From an optimization exercise on the open Yosys and OpenROAD flow, aimed at small area and few clock cycles per item; shortcuts taken in it are not production practice. Function was checked by simulation only, so behaviour that the tests miss may differ from the original. Power is estimated from default activity; no workload was simulated.

[design/flow/config.mk]
export PLATFORM = sky130hd
export DESIGN_NAME = dog_top
export DESIGN_NICKNAME = dog_top
export VERILOG_FILES = /design/flow/design.v
export SDC_FILE = /design/flow/constraint.sdc
export NUM_CORES = 4
export LEC_CHECK = 0
export CAP_MARGIN = 20
export CORE_MARGIN = 2
export CORE_UTILIZATION = 40
export PLACE_DENSITY = 0.6
export SLEW_MARGIN = 20
[design/flow/constraint.sdc]
create_clock -name core_clock -period 5.0 [get_ports {clk}]
set_input_delay 1.0000 -clock core_clock [delete_from_list [all_inputs] [get_ports {clk}]]
set_output_delay 1.0000 -clock core_clock [all_outputs]
set_load 0.01 [all_outputs]
[design/flow/design.v]
module dog_dt_rd(
	input 				clk,
	input 				rst_n, 
	input				start,
	output				ram0_rd_valid_out,
	output 	[15:0]		ram0_rd_addr_out,
	output				ram1_rd_valid_out,
	output 	[15:0]		ram1_rd_addr_out,
	output				ram2_rd_valid_out,	
	output 	[15:0]		ram2_rd_addr_out
);
	parameter	[9:0]	X_START = 10'h3fd; 	 
	parameter	[9:0]	X_END 	= 10'h102;	 
	reg [9:0]	reg_x;
	reg	[8:0]	reg_y;
	wire x_end_flag;
	wire y_end_flag;
	assign x_end_flag = (reg_x == X_END) ? 1'b1 : 1'b0;
	assign y_end_flag = (reg_y == 9'h1ff) ? 1'b1 : 1'b0;
	reg enable;
	reg end_flag;
	always @(posedge clk or negedge rst_n)
		if(!rst_n) 
			end_flag <= 1'b0;
		else if(x_end_flag && y_end_flag)
			end_flag <= 1'b1;
		else 
			end_flag <= 1'b0;
	always @(posedge clk or negedge rst_n)
		if(!rst_n) 
			enable	<= 1'b0;
		else if(start)  
			enable 	<= 1'b1;
		else if(end_flag)
			enable 	<= 1'b0;	
	always @(posedge clk or negedge rst_n)
		if(!rst_n)
			reg_x <= X_START;
		else if(end_flag | x_end_flag)
			reg_x <= X_START;
		else if(start | enable) 
			reg_x <= reg_x + 1;
	always @(posedge clk or negedge rst_n)
		if(!rst_n)
			reg_y <= 9'h0;
		else if(x_end_flag) 
			reg_y <= reg_y + 1;	
	reg 		ram0_valid_reg;
	reg [7:0] 	reg_x_tmp;
	reg [7:0] 	reg_y_tmp;
	assign ram0_rd_valid_out = ram0_valid_reg;
	assign ram1_rd_valid_out = enable ? (~ram0_rd_valid_out) : 1'b0;
	assign ram2_rd_valid_out = ram1_rd_valid_out;
	assign ram0_rd_addr_out = ram0_rd_valid_out ? {reg_y_tmp , reg_x_tmp} : 16'h0;
	assign ram1_rd_addr_out = ram1_rd_valid_out ? {reg_x_tmp , reg_y_tmp} : 16'b0;
	assign ram2_rd_addr_out = ram1_rd_addr_out;
	always @(posedge clk or negedge rst_n)
		if(!rst_n) 
			ram0_valid_reg <= 1'b0;
		else if(start)
			ram0_valid_reg <= 1'b1;
		else if(reg_y[8])
			ram0_valid_reg <= 1'b0;
	always @(posedge clk or negedge rst_n)
		if(!rst_n)
			reg_x_tmp <= 8'h0;
		else if(reg_x[9])
			reg_x_tmp <= (~reg_x[7:0]) + 1;
		else if(reg_x[8]) 
			reg_x_tmp <= (~reg_x[7:0]) + 8'hff; 
		else 
			reg_x_tmp <= reg_x[7:0];
	always @(posedge clk or negedge rst_n)
		if(!rst_n)
			reg_y_tmp <= 8'h0;
		else 
			reg_y_tmp <= reg_y[7:0];
endmodule
module dog_op(
	input 				clk,
	input 				rst_n,
	input				ram0_valid_in,   
	input	[7:0]		ram0_data_in,  	
	input				ram1_valid_in,   
	input	[7:0]		ram1_data_in,
	input			   	ram2_valid_in,
	input	[7:0]		ram2_data_in,
	output				ram1_valid_out,
	output	[7:0]		ram1_data_out,
	output				ram2_valid_out,
	output	[7:0]		ram2_data_out,
	output				dog_valid_out,
	output	[7:0]		dog_data_out
);
	parameter DELAY = 6;
	wire		gs_valid_in;
	wire [7:0]	gs7_data_in;
	wire [7:0]	gs3_data_in;
	assign gs_valid_in 	= ram0_valid_in ^ ram1_valid_in;
	assign gs7_data_in	= ram0_valid_in ? ram0_data_in : ram1_data_in; 
	assign gs3_data_in 	= ram0_valid_in ? ram0_data_in : ram2_data_in; 
	reg		[7:0]		gs7_data_0;
	reg		[7:0]		gs7_data_1;
	reg		[7:0]		gs7_data_2;
	reg		[7:0]		gs7_data_3;
	reg		[7:0]		gs7_data_4;
	reg		[7:0]		gs7_data_5;
	reg		[7:0]		gs7_data_6;
	always @(posedge clk or negedge rst_n)
		if(!rst_n) begin 
			gs7_data_0 <= 8'b0;
		    gs7_data_1 <= 8'b0;
		    gs7_data_2 <= 8'b0;
		    gs7_data_3 <= 8'b0;
		    gs7_data_4 <= 8'b0;
		    gs7_data_5 <= 8'b0;
		    gs7_data_6 <= 8'b0;
		end 
		else begin 
			gs7_data_0 <= gs7_data_in;		
            gs7_data_1 <= gs7_data_0 ;
		    gs7_data_2 <= gs7_data_1 ;
		    gs7_data_3 <= gs7_data_2 ;
		    gs7_data_4 <= gs7_data_3 ;
		    gs7_data_5 <= gs7_data_4 ;
		    gs7_data_6 <= gs7_data_5 ;
		end 
	reg		[7:0]		gs3_data_0;
	reg		[7:0]		gs3_data_1;
	reg		[7:0]		gs3_data_2;
	reg		[7:0]		gs3_data_3;
	reg		[7:0]		gs3_data_4;
	reg		[7:0]		gs3_data_5;
	reg		[7:0]		gs3_data_6;
	always @(posedge clk or negedge rst_n)
		if(!rst_n) begin 
			gs3_data_0 <= 8'b0;
		    gs3_data_1 <= 8'b0;
		    gs3_data_2 <= 8'b0;
		    gs3_data_3 <= 8'b0;
		    gs3_data_4 <= 8'b0;
		    gs3_data_5 <= 8'b0;
		    gs3_data_6 <= 8'b0;
		end 
		else begin 
			gs3_data_0 <= gs3_data_in;		
            gs3_data_1 <= gs3_data_0 ;
		    gs3_data_2 <= gs3_data_1 ;
		    gs3_data_3 <= gs3_data_2 ;
		    gs3_data_4 <= gs3_data_3 ;
		    gs3_data_5 <= gs3_data_4 ;
		    gs3_data_6 <= gs3_data_5 ;
		end
	reg 	[8:0] 		gs7_1_0; 	
	reg 	[12:0] 		gs7_1_1;	
	reg 	[8:0] 		gs7_1_2;
	reg 	[8:0] 		gs7_1_3;
	reg 	[12:0]		gs7_2_0;
	reg		[11:0]		gs7_2_1;
	reg		[12:0]		gs7_2_2;
	reg		[13:0]		gs7_3_0;
	reg		[12:0]		gs7_3_1;
	reg 	[13:0]		gs7_4_0;
	reg 	[7:0]		gs7_5_0;
	always @(posedge clk or negedge rst_n)
		if(!rst_n) begin 
			gs7_1_0 <= 	0;
		    gs7_1_1 <= 	0;
		    gs7_1_2 <= 	0;
		    gs7_1_3 <= 	0;
		end 
		else begin 
			gs7_1_0 <= 	{1'b0 , gs7_data_0 			} + {1'b0 , gs7_data_6 			};
		    gs7_1_1 <= 	{1'b0 ,	gs7_data_3 , 4'b0	} + {3'b0 , gs7_data_3 , 2'b0	};
		    gs7_1_2 <= 	{1'b0 , gs7_data_1 			} + {1'b0 , gs7_data_5 			};
		    gs7_1_3 <= 	{1'b0 , gs7_data_2 			} + {1'b0 , gs7_data_4 			};
		end
	always @(posedge clk or negedge rst_n)
		if(!rst_n) begin 
			gs7_2_0 <= 	0;
		    gs7_2_1	<= 	0;
		    gs7_2_2	<= 	0;
		end 
		else begin 
			gs7_2_0 <= 	{4'b0 , gs7_1_0 			} + {	 	gs7_1_1				};
		    gs7_2_1 <=  {1'b0 ,	gs7_1_2 , 2'b0		} + {2'b0 , gs7_1_2 , 1'b0		};
		    gs7_2_2 <=  {   	gs7_1_3 , 4'b0		} + {4'hf , ~gs7_1_3 			};
		end 
	always @(posedge clk or negedge rst_n)
		if(!rst_n) begin 
			gs7_3_0 <= 	0;
			gs7_3_1 <= 	0;
		end 
		else begin 
			gs7_3_0 <=  {		gs7_2_0				} + {1'b0 , gs7_2_1				}; 
			gs7_3_1 <= 	{       gs7_2_2 			} + 1							 ; 
		end 	
	always @(posedge clk or negedge rst_n)
		if(!rst_n) 
			gs7_4_0 <= 	0;
		else
			gs7_4_0 <= 	{1'b0 , gs7_3_0 			} + {1'b0 , gs7_3_1				}; 
	always @(posedge clk or negedge rst_n)
		if(!rst_n) 
			gs7_5_0 <= 	8'b0;
		else
			gs7_5_0 <= 	gs7_4_0[13:6] + gs7_4_0[5]; 
	reg 	[9:0] 		gs3_1_0; 	
	reg 	[7:0] 		gs3_1_1; 	
	reg		[9:0]		gs3_2_0;
	reg 	[7:0]		gs3_3_0;
	always @(posedge clk or negedge rst_n)
		if(!rst_n) begin 
			gs3_1_0 <= 	0;
		    gs3_1_1 <= 	0;
		end 
		else begin 
			gs3_1_0 <= 	{2'b0 , gs3_data_4 		} + {1'b0 ,	gs3_data_5 , 1'b0};
		    gs3_1_1 <= 	gs3_data_6;
		end	
	always @(posedge clk or negedge rst_n)
		if(!rst_n)
			gs3_2_0 <= 	0;
		else 
			gs3_2_0 <= 	{ 		gs3_1_0			} + {2'b0 , gs3_1_1			};		
	always @(posedge clk or negedge rst_n)
		if(!rst_n)
			gs3_3_0 <= 0;
		else 
			gs3_3_0 <= 	gs3_2_0[9:2] + gs3_2_0[1];
	reg 	[8:0] 		dog_tmp_r;
	reg 	[7:0] 		dog_out_r;
	assign ram1_data_out 	= gs7_5_0;
	assign ram2_data_out 	= gs3_3_0;
	assign dog_data_out	 	= dog_out_r;	
	always @(posedge clk or negedge rst_n)
		if(!rst_n) begin 
			dog_tmp_r <= 0;
			dog_out_r <= 0;
		end 
		else begin 
			dog_tmp_r <= {1'b0 , gs3_3_0		} + {1'b0 , ~gs7_5_0		}; 	
			dog_out_r <= dog_tmp_r[7:0] + 129;
		end 
	reg [DELAY:1]	ram_valid_shift_r;
	reg [DELAY+2:1]	dog_valid_shift_r;
	assign ram1_valid_out	= ram_valid_shift_r[DELAY];
	assign ram2_valid_out	= ram_valid_shift_r[DELAY];
	assign dog_valid_out	= dog_valid_shift_r[DELAY+2];
	always @(posedge clk or negedge rst_n)
		if(!rst_n)
			ram_valid_shift_r <= 0;
		else 
			ram_valid_shift_r <= {ram_valid_shift_r[DELAY - 1:1] , ram0_valid_in};
	always @(posedge clk or negedge rst_n)
		if(!rst_n)
			dog_valid_shift_r <= 0;
		else 
			dog_valid_shift_r <= {dog_valid_shift_r[DELAY + 1:1] , ram1_valid_in};	
endmodule
module dog_dt_wr(
	input 				clk,
	input 				rst_n,
	input 				ram1_wr_valid_in,
	input 	[7:0]		ram1_wr_data_in,
	input 				ram2_wr_valid_in,
    input 	[7:0]		ram2_wr_data_in,
	input 				dog_wr_valid_in,
	input	[7:0]		dog_wr_data_in,
	output				ram1_wr_valid_out,
	output	[15:0]		ram1_wr_addr_out,
	output	[7:0]		ram1_wr_data_out,
	output				ram2_wr_valid_out,
	output	[15:0]		ram2_wr_addr_out,
	output	[7:0]		ram2_wr_data_out,
	output				done
);
	parameter	[8:0]	X_START = 9'h1fa;	 
	parameter	[8:0]	X_END 	= 9'hff;	 
	wire wr_valid_in;
	assign wr_valid_in = ram1_wr_valid_in ^ dog_wr_valid_in;
	assign ram1_wr_data_out = ram1_wr_data_in;
	assign ram2_wr_data_out = ram2_wr_valid_in ? ram2_wr_data_in : dog_wr_data_in;
	reg [8:0]	reg_x;		
	reg	[8:0]	reg_y;
	wire x_end_flag;
	wire y_end_flag;
	assign x_end_flag = (reg_x == 9'hff) ? 1'b1 : 1'b0;
	assign y_end_flag = (reg_y == 9'h1ff) ? 1'b1 : 1'b0;
	assign ram1_wr_addr_out = reg_y[8] ? 16'h00fa					: {reg_y[7:0] , reg_x[7:0]};
	assign ram2_wr_addr_out = reg_y[8] ? {reg_x[7:0] , reg_y[7:0]} 	: {reg_y[7:0] , reg_x[7:0]};
	always @(posedge clk or negedge rst_n)
		if(!rst_n) 
			reg_x <= X_START;
		else if(x_end_flag)
			reg_x <= X_START;
		else if(wr_valid_in)  
			reg_x <= reg_x + 1;
	always @(posedge clk or negedge rst_n)
		if(!rst_n) 
			reg_y	<= 9'b0;
		else if(x_end_flag)  
			reg_y 	<= reg_y + 1;
	assign ram1_wr_valid_out = ram1_wr_valid_in & (~reg_x[8]);
	assign ram2_wr_valid_out = wr_valid_in & (~reg_x[8]);
	assign done = x_end_flag && y_end_flag;  
endmodule
module dog_top(
	input 				clk					,
	input 				rst_n               ,
	input				start               ,
	input				ram0_valid_in       ,
	input	[7:0]		ram0_data_in        ,
	input				ram1_valid_in       ,
	input	[7:0]		ram1_data_in	    ,
	input				ram2_valid_in       ,		
	input	[7:0]		ram2_data_in	    ,	
	output	[15:0]		ram0_rd_addr_o	    ,
	output				ram0_rd_valid_o     ,
	output	[15:0]		ram1_rd_addr_o      ,
	output				ram1_rd_valid_o     ,
	output	[15:0]		ram2_rd_addr_o      ,
	output				ram2_rd_valid_o     ,
	output				ram1_wr_valid_o 	,
	output  [15:0]      ram1_wr_addr_o      ,
	output  [7:0]       ram1_wr_data_o      ,
	output				ram2_wr_valid_o 	,
	output  [15:0]      ram2_wr_addr_o      ,
	output  [7:0]       ram2_wr_data_o      ,
	output 				done
);
	wire 			ram1_wr_valid_op;
	wire [7:0]		ram1_wr_data_op ;
	wire 			ram2_wr_valid_op;
	wire [7:0]		ram2_wr_data_op ;
	wire 			dog_wr_valid_op;
	wire [7:0]		dog_wr_data_op ;
	dog_dt_rd	u_dog_dt_rd(
		.clk				(	clk					),
		.rst_n              (	rst_n           	),
		.start              (	start           	),
		.ram0_rd_valid_out  (	ram0_rd_valid_o 	),
		.ram0_rd_addr_out   (   ram0_rd_addr_o 		),
		.ram1_rd_valid_out  (   ram1_rd_valid_o 	),
		.ram1_rd_addr_out   (   ram1_rd_addr_o		),
		.ram2_rd_valid_out  (   ram2_rd_valid_o 	),
	    .ram2_rd_addr_out   (   ram2_rd_addr_o		)
	);	
	dog_op 	u_dog_op(	
		.clk				(	clk					),	
		.rst_n       		(	rst_n				),
		.ram0_valid_in 		(	ram0_valid_in   	),	
		.ram0_data_in  		(	ram0_data_in  		),	
		.ram1_valid_in 		(	ram1_valid_in   	),	
		.ram1_data_in  		(	ram1_data_in		),
		.ram2_valid_in 		(	ram2_valid_in   	),
		.ram2_data_in  		(	ram2_data_in		),
		.ram1_valid_out		(	ram1_wr_valid_op    ),
		.ram1_data_out		(	ram1_wr_data_op     ),
		.ram2_valid_out		(	ram2_wr_valid_op    ),
		.ram2_data_out		(	ram2_wr_data_op     ),
		.dog_valid_out		(	dog_wr_valid_op 	),
	    .dog_data_out		(	dog_wr_data_op  	)
	);
	dog_dt_wr	u_dog_dt_wr(
		.clk				(	clk					),
		.rst_n              (	rst_n               ),
		.ram1_wr_valid_in   (	ram1_wr_valid_op    ),
		.ram1_wr_data_in    (	ram1_wr_data_op     ),
		.ram2_wr_valid_in   (	ram2_wr_valid_op    ),
		.ram2_wr_data_in    (	ram2_wr_data_op     ),
		.dog_wr_valid_in   	(	dog_wr_valid_op    	),
		.dog_wr_data_in    	(	dog_wr_data_op     	),
		.ram1_wr_valid_out  (	ram1_wr_valid_o   	),
		.ram1_wr_addr_out   (   ram1_wr_addr_o    	),
		.ram1_wr_data_out   (   ram1_wr_data_o    	),
		.ram2_wr_valid_out  (	ram2_wr_valid_o   	),
		.ram2_wr_addr_out   (   ram2_wr_addr_o    	),
		.ram2_wr_data_out   (   ram2_wr_data_o    	),		
		.done               (	done                )
	);
endmodule 
[design/flow/run.sh]
#!/bin/bash
# synth_recipe.tcl (not shown) runs the flow's synth.tcl, then flattens the netlist and writes it again
# the make line also repeats each setting of config.mk as NAME=value (left out here)
make -C /OpenROAD-flow-scripts/flow DESIGN_CONFIG=/design/flow/config.mk WORK_HOME=/design/flow/orfs CLKGATE_MAP_FILE= SYNTH_SCRIPT=/design/flow/synth_recipe.tcl finish
==> run notes <==
post-synthesis cell type count=56; count of final setup violators=0; commonest non-fill, non-tap cell in the layout=dfrtp_1; Post-CTS Resized=0; RSZ-0062 raised after global routing=false; routed length per placed instance=13.7 um; Post-Place Cells=1775; drt via density=4.72; worst vdd ir=0.251 mV; top cells by area, synth=dfrtp_1 56%, ha_1 9.4%, xnor2_1 5.5%; DRT antenna net count=0; DR pass1 iterations=4; most frequent cells in the layout=333 x dfrtp_1, 129 x clkdlybuf4s50_1, 112 x ha_1; Main synth FF type=dfrtp_1; Inserted Clock Buffers=37; top cell type's share of synthesized area=0.559; hold_buf cts=0; Fin Hold WS=344 ps; Die W=197 um; asr flop ratio synth=1.00; #FFs+latches synth=349; Worst-path clk slew=60 ps; Syn. warnings=3; Worst Path Required=4000 ps; CTS Sinks=349; Area Overhead vs Synth=20.2%; Largest Register=u_dog_op.gs7_3_0; Seq/Total Area, Yosys=0.587; Mapped Cells=1206; max-slew violation count=0; TritonCTS clock tree=done; setup ws final=1290 ps; Avg Cell Area, Syn=12.4 um2; row cnt=70; Residual DRC=0; worst-path fanout max=16; vias in the first global route=8851; Max-slew headroom=0.356; Initial Util=0.406; fin crit share=0.741; # fillers=3199; DRT iter0 DRCs=343; Data arrival, critical path=2710 ps; DP Worst Slack=1580 ps; Ant. Diodes=0; IO Count=132; max reg flops=14; DR vias=8696; highest clock rate=270 MHz; GR Overflow Total=0; largest net degree at the start of global routing=117; H-tree lvl count=2; CP endpoint kind=output port; Hold Vio Cnt, Final=0; P_leak=8.29 nW; PD cells=565 mW/mm2; Net count, final=1499; worst skew pair latency=510 ps; Setup TNS=0 ps; Worst setup SP type=flip-flop; Post-synth EDFFs=0; die span in y=197 um; GRT Total Usage=0.135; critical path type=reg2out; Final Wtd Congestion=0.781; Post-Syn Area=0.0149 mm2; Synthesized Nets=1359; crit path time final=3710 ps; postcts setup bufs=0; Final Skew=17.6 ps; DP Wirelength=18200 um; share of cells above drive strength 1=0.0794; Max clock buf depth=3; Non-Filler Instances=1841; HP Class=reg2reg; status=timing/DRC/antenna clean; Die ar.=0.0388 mm2; detailed-route wire length=25200 um; Max-cap violations=0; post-synth top area cell=dfrtp_1; core area=0.0367 mm2; initial antenna violation count=0; Slew @ Worst Pin=966 ps; clk root buf=clkbuf_16; first-pass GRT wire length=42800 um; I/O Buffers=130
where the power goes:
part / internal [mW] / total, mW / switching, mW
Sequential: 3.61 / 4.12 / 0.503
Clock: 1.74 / 2.80 / 1.06
Combinational: 1.62 / 3.20 / 1.58
Total: 6.97 / 10.1 / 3.14
area by class of cell:
class                           count  area (um2)  area share
Clock buffer                       55        1110      0.0617
Multi-Input combinational cell    756        5700       0.318
Clock inverter                     11         159     0.00887
Sequential cell                   349        8750       0.488
Tap cell                          468         586      0.0327
Timing Repair Buffer              134        1360      0.0760
Inverter                           68         255      0.0142
cells by family (layout without fill, tap and decap cells):
| logic type | after synthesis | in the layout | share of synthesized area |
|---|---|---|---|
| xor gates and xnor gates | 144 | 144 | 0.0851 |
| buffers and inverters | 101 | 268 | 0.0308 |
| and+or+nand+nor | 290 | 290 | 0.0977 |
| adders and majority gates | 123 | 123 | 0.109 |
| DFF | 349 | 349 | 0.587 |
| muxes | 17 | 17 | 0.0128 |
| AOI/OAI and AO/OA | 182 | 182 | 0.0779 |
synthesized netlist by cell type (15+ instances only):
cell and n:
nor3_1 15, nand3_1 27, mux2_2 16, xnor2_1 94
and2_1 37, nand4_1 15, o21ai_0 47, a21o_1 32
a21oi_1 44, buf_4 19, inv_1 68, ha_1 112
dfrtp_1 333, nor2b_1 19, dfstp_2 16, nor2_1 68
xor2_1 49, nand2_1 70
routing by layer:
metal,vias to the layer above,wire length (um),global-route usage
li1,4328,-,-
met1,4204,11900,0.187
met4,0,599,0.0412
met5,-,0,0
met3,44,745,0.0225
met2,120,11900,0.220
metrics by stage:
step	util	total power [mW]	cell area, um2
finish	0.488	10.1	17900
floorplan	-	6.42	14900
global placement	0.454	7.32	16700
CTS	0.488	10.3	17900
detailed placement	0.454	7.40	16700
global route	0.488	10.9	17900
critical path, cell delays in order, from the launching register on:
cell	delay (ps)
dfstp_2	560
ha_1	190
nand3_1	90
nor2_1	110
ha_1	510
and2_1	200
clkdlybuf4s50_1	540
path summary, 6_finish.rpt:
path	from	to	slack, ps	cells after the start
max	u_dog_dt_wr.reg_x[1]	done	1290	6
min	u_dog_op.gs3_data_2[6]	u_dog_op.gs3_data_3[6]	340	0
max in group asynchronous	rst_n	u_dog_dt_wr.reg_x[5]	3410	2
min in group asynchronous	rst_n	u_dog_op.gs7_data_0[2]	550	1
max reg2reg	u_dog_op.gs7_2_1[1]	u_dog_op.gs7_3_0[11]	2710	8
min reg2reg	u_dog_op.gs3_data_2[6]	u_dog_op.gs3_data_3[6]	340	0
Testbench counts, summed over its fixed seeds: cycles 1,609,848, images 12.

separate check: timing with driven ports:
Ports are ideal in the flow. The routed layout listed here was re-timed in OpenROAD.
Step 1 (the two cells are an assumption about what drives the block):
set clk [get_ports {clk}]
set_driving_cell -lib_cell sky130_fd_sc_hd__clkbuf_16 $clk
set_driving_cell -lib_cell sky130_fd_sc_hd__buf_2 [delete_from_list [all_inputs] $clk]
Step 2 times the ports against the registers' clock, not the clock port: input delays grow and output delays shrink by t, the midpoint of the rising clock arrivals with the driver on.
a / b / c = ideal ports / drivers / drivers and shift; a / b = the first two.
shift t [ns]: 0.553
slack for setup (ns): 1.294 / 1.246 / 1.799
worst data-port slew with drivers (ns): 0.05
pins driven straight from the clock port: 1
After both steps this run still meets setup and hold. The setup slack of this run moves by -0.048 ns with the drivers and by +0.505 ns with both steps.
